From an optimization exercise on the open Yosys and OpenROAD flow, aimed at small area and a short achievable clock period; shortcuts taken in it are not production practice. RTL that was checked went through simulation tests only; none was proved equivalent to the original. The flow treats the clock pin as an ideal source. Dropping or thinning the clock tree relies on that and would not hold on a real chip. Power figures rest on the tool's default switching activity, not on a simulated workload.

==> flow/design.v (excerpt) <==
module MBF(clk, reset, x_valid, x_in, y_valid, z_valid, y, z);
Size: roughly 780 cells after synthesis, roughly 11000 sq um of cells after synthesis.
Settings: LEC_CHECK=0, CAP_MARGIN=20, CORE_MARGIN=2, CORE_UTILIZATION=65, SLEW_MARGIN=20, SYNTH_HIERARCHICAL=1; clock period 12.0 ns.
standard.sh (not shown) runs the stock make flow with config.mk's settings and CLKGATE_MAP_FILE= SYNTH_SCRIPT=/design/flow/synth_recipe.tcl, a recipe that flattens the netlist after the stock synthesis.
==> flow/flow/run.sh <==
#!/bin/bash
set -e
here=$(cd "$(dirname "$0")" && pwd)
export BUFFER_PORTS_ARGS="-buffer_cell sky130_fd_sc_hd__buf_2"
export POST_SYNTH_TCL="$here/post_synth.tcl"
export CTS_ARGS="-sink_clustering_enable -repair_clock_nets -dont_use_dummy_load"
bash standard.sh > standard.log 2>&1
==> flow/flow/post_synth.tcl <==
# The delay line's polarity-flipping next-state cells come out of ABC at drive
# strength 2; they drive one flip-flop each and are far from critical.
foreach inst [get_cells *] {
  set m [get_property $inst ref_name]
  if {$m eq "sky130_fd_sc_hd__o2bb2ai_2"} {
    replace_cell $inst sky130_fd_sc_hd__o2bb2ai_1
  } elseif {$m eq "sky130_fd_sc_hd__a2bb2oi_2"} {
    replace_cell $inst sky130_fd_sc_hd__a2bb2oi_1
  }
}
Edit:
==> flow/flow/run.sh (replaced) <==
#!/bin/bash
set -e
export BUFFER_PORTS_ARGS="-buffer_cell sky130_fd_sc_hd__buf_2"
bash standard.sh > standard.log 2>&1
- CORE_UTILIZATION: 65 -> 40
removed: flow/flow/post_synth.tcl
Effect: Fmax fell by about 0.8%; via count fell by about 1.3%; first-iteration DRC count rose by about 18%; sequential power rose by about 0.5%; core utilization fell by 27 points; worst hold slack degrades by 0.0049 ns; sequential share of layout area fell by 2.0 points.
No run of this note included a check of the RTL's function; only the layout flow was run.

---

AL:
Starting RTL as in the previous note.
export LEC_CHECK = 0
export CAP_MARGIN = 20
export CORE_MARGIN = 2
export CORE_UTILIZATION = 65
export SLEW_MARGIN = 20
export SYNTH_HIERARCHICAL = 1
create_clock -name core_clock -period 12.0 [get_ports {clk}]
==> flow/flow/run.sh <==
#!/bin/bash
set -e
here=$(cd "$(dirname "$0")" && pwd)
export BUFFER_PORTS_ARGS="-buffer_cell sky130_fd_sc_hd__buf_2"
export POST_SYNTH_TCL="$here/post_synth.tcl"
export CTS_ARGS="-sink_clustering_enable -repair_clock_nets -dont_use_dummy_load -sink_clustering_size 24 -sink_clustering_buffer sky130_fd_sc_hd__clkbuf_8"
bash standard.sh > standard.log 2>&1
==> flow/flow/post_synth.tcl <==
# The delay line's polarity-flipping next-state cells come out of ABC at drive
# strength 2; they drive one flip-flop each and are far from critical.
foreach inst [get_cells *] {
  set m [get_property $inst ref_name]
  if {$m eq "sky130_fd_sc_hd__o2bb2ai_2"} {
    replace_cell $inst sky130_fd_sc_hd__o2bb2ai_1
  } elseif {$m eq "sky130_fd_sc_hd__a2bb2oi_2"} {
    replace_cell $inst sky130_fd_sc_hd__a2bb2oi_1
  }
}
## Diff of input files: PW against AL
Settings: CTS_BUF_LIST: unset -> sky130_fd_sc_hd__clkbuf_8; CTS_CLUSTER_SIZE: unset -> 24.
==> flow/flow/run.sh <==
#!/bin/bash
set -e
export BUFFER_PORTS_ARGS="-buffer_cell sky130_fd_sc_hd__buf_2"
bash standard.sh > standard.log 2>&1
removed: flow/flow/post_synth.tcl
Results
Comparing PW against AL, there is no change at all in setup TNS after final layout.
Diff AL -> PW: worst max-slew margin expressed relative to the limit decreased 9.2 points; clock power increased about 14%; signal arrival time at the worst endpoint increased 0.08 ns.
No run of this note included a check of the RTL's function; only the layout flow was run.

---

MBF, a different RTL version from the one above (not shown whole).
For scale: roughly 750 cells after synthesis, roughly 29 I/O pins, about 11000 µm² of cells after synthesis.
export LEC_CHECK = 0
export CAP_MARGIN = 20
export CORE_MARGIN = 2
export CORE_UTILIZATION = 65
export SLEW_MARGIN = 20
export SYNTH_HIERARCHICAL = 1
create_clock -name core_clock -period 12.0 [get_ports {clk}]
==> flow/flow/run.sh <==
#!/bin/bash
set -e
here=$(cd "$(dirname "$0")" && pwd)
export BUFFER_PORTS_ARGS="-buffer_cell sky130_fd_sc_hd__buf_2"
export POST_SYNTH_TCL="$here/post_synth.tcl"
export CTS_ARGS="-sink_clustering_enable -repair_clock_nets -dont_use_dummy_load -sink_clustering_size 24 -sink_clustering_max_diameter 80 -sink_clustering_buffer sky130_fd_sc_hd__clkbuf_16"
export POST_CTS_TCL="$here/post_cts.tcl"
bash standard.sh > standard.log 2>&1
==> flow/flow/post_cts.tcl <==
set block [ord::get_db_block]
foreach inst [$block getInsts] {
  if {[$inst getName] ne "clkbuf_0_clk"} { continue }
  set in_net [[$inst findITerm A] getNet]
  set out_net [[$inst findITerm X] getNet]
  set loads {}
  foreach it [$out_net getITerms] {
    if {[$it getInst] ne $inst} { lappend loads $it }
  }
  if {[llength $loads] > 4} {
    puts "post_cts: root buffer drives [llength $loads] loads, kept"
    break
  }
  foreach it $loads {
    $it disconnect
    $it connect $in_net
  }
  [$inst findITerm A] disconnect
  [$inst findITerm X] disconnect
  odb::dbInst_destroy $inst
  odb::dbNet_destroy $out_net
  puts "post_cts: removed root buffer, clock port drives [llength $loads] buffers"
}
estimate_parasitics -placement
report_clock_min_period
==> flow/flow/post_synth.tcl <==
# The delay line's polarity-flipping next-state cells come out of ABC at drive
# strength 2; they drive one flip-flop each and are far from critical.
foreach inst [get_cells *] {
  set m [get_property $inst ref_name]
  if {$m eq "sky130_fd_sc_hd__o2bb2ai_2"} {
    replace_cell $inst sky130_fd_sc_hd__o2bb2ai_1
  } elseif {$m eq "sky130_fd_sc_hd__a2bb2oi_2"} {
    replace_cell $inst sky130_fd_sc_hd__a2bb2oi_1
  }
}
Change:
==> flow/flow/run.sh (replaced) <==
#!/bin/bash
set -e
here=$(cd "$(dirname "$0")" && pwd)
export BUFFER_PORTS_ARGS="-buffer_cell sky130_fd_sc_hd__buf_2"
export POST_SYNTH_TCL="$here/post_synth.tcl"
export CTS_ARGS="-sink_clustering_enable -repair_clock_nets -dont_use_dummy_load -sink_clustering_size 32 -sink_clustering_max_diameter 100 -sink_clustering_buffer sky130_fd_sc_hd__clkbuf_16"
bash standard.sh > standard.log 2>&1
removed: flow/flow/post_cts.tcl
What happened: Wire length decreases slightly. Via count decreases slightly. First-iteration DRC count decreases by a few percent. Power decreases slightly. Critical path depth decreases by 8. Synthesized area does not change. Clock skew increases by 0.025 ns. Non-clock buffer count does not change.

-- afterwards: timing with drivers on the ports --
Ports are ideal in the flow. The routed layouts listed here were re-timed in OpenROAD.
Step 1: set_driving_cell puts a clkbuf_16 on clk and a buf_2 on each other input, an assumption about the parent block.
Step 2, shift: input delay + t, output delay - t, t = (earliest + latest rising clock arrival at the registers) / 2. This alone moves slack from input paths to output paths.
Three values: ideal, step 1, step 2; two values: the first two.
run | shift t [ns] | setup WS [ns] | worst slew at a driven data input, ns
the first run of note 1 | 0.530 | 8.664 / 8.618 / 8.894 | 0.03
the second run of note 1 | 0.553 | 8.635 / 8.589 / 8.864 | 0.03
AL | 0.492 | 8.710 / 8.665 / 8.866 | 0.03
PW | 0.550 | 8.632 / 8.592 / 8.809 | 0.03
the first run of note 3 | 0.379 | 8.803 / 8.753 / 8.803 | 0.03
the second run of note 3 | 0.500 | 8.671 / 8.627 / 8.819 | 0.03
After both steps every run listed still meets setup and hold.
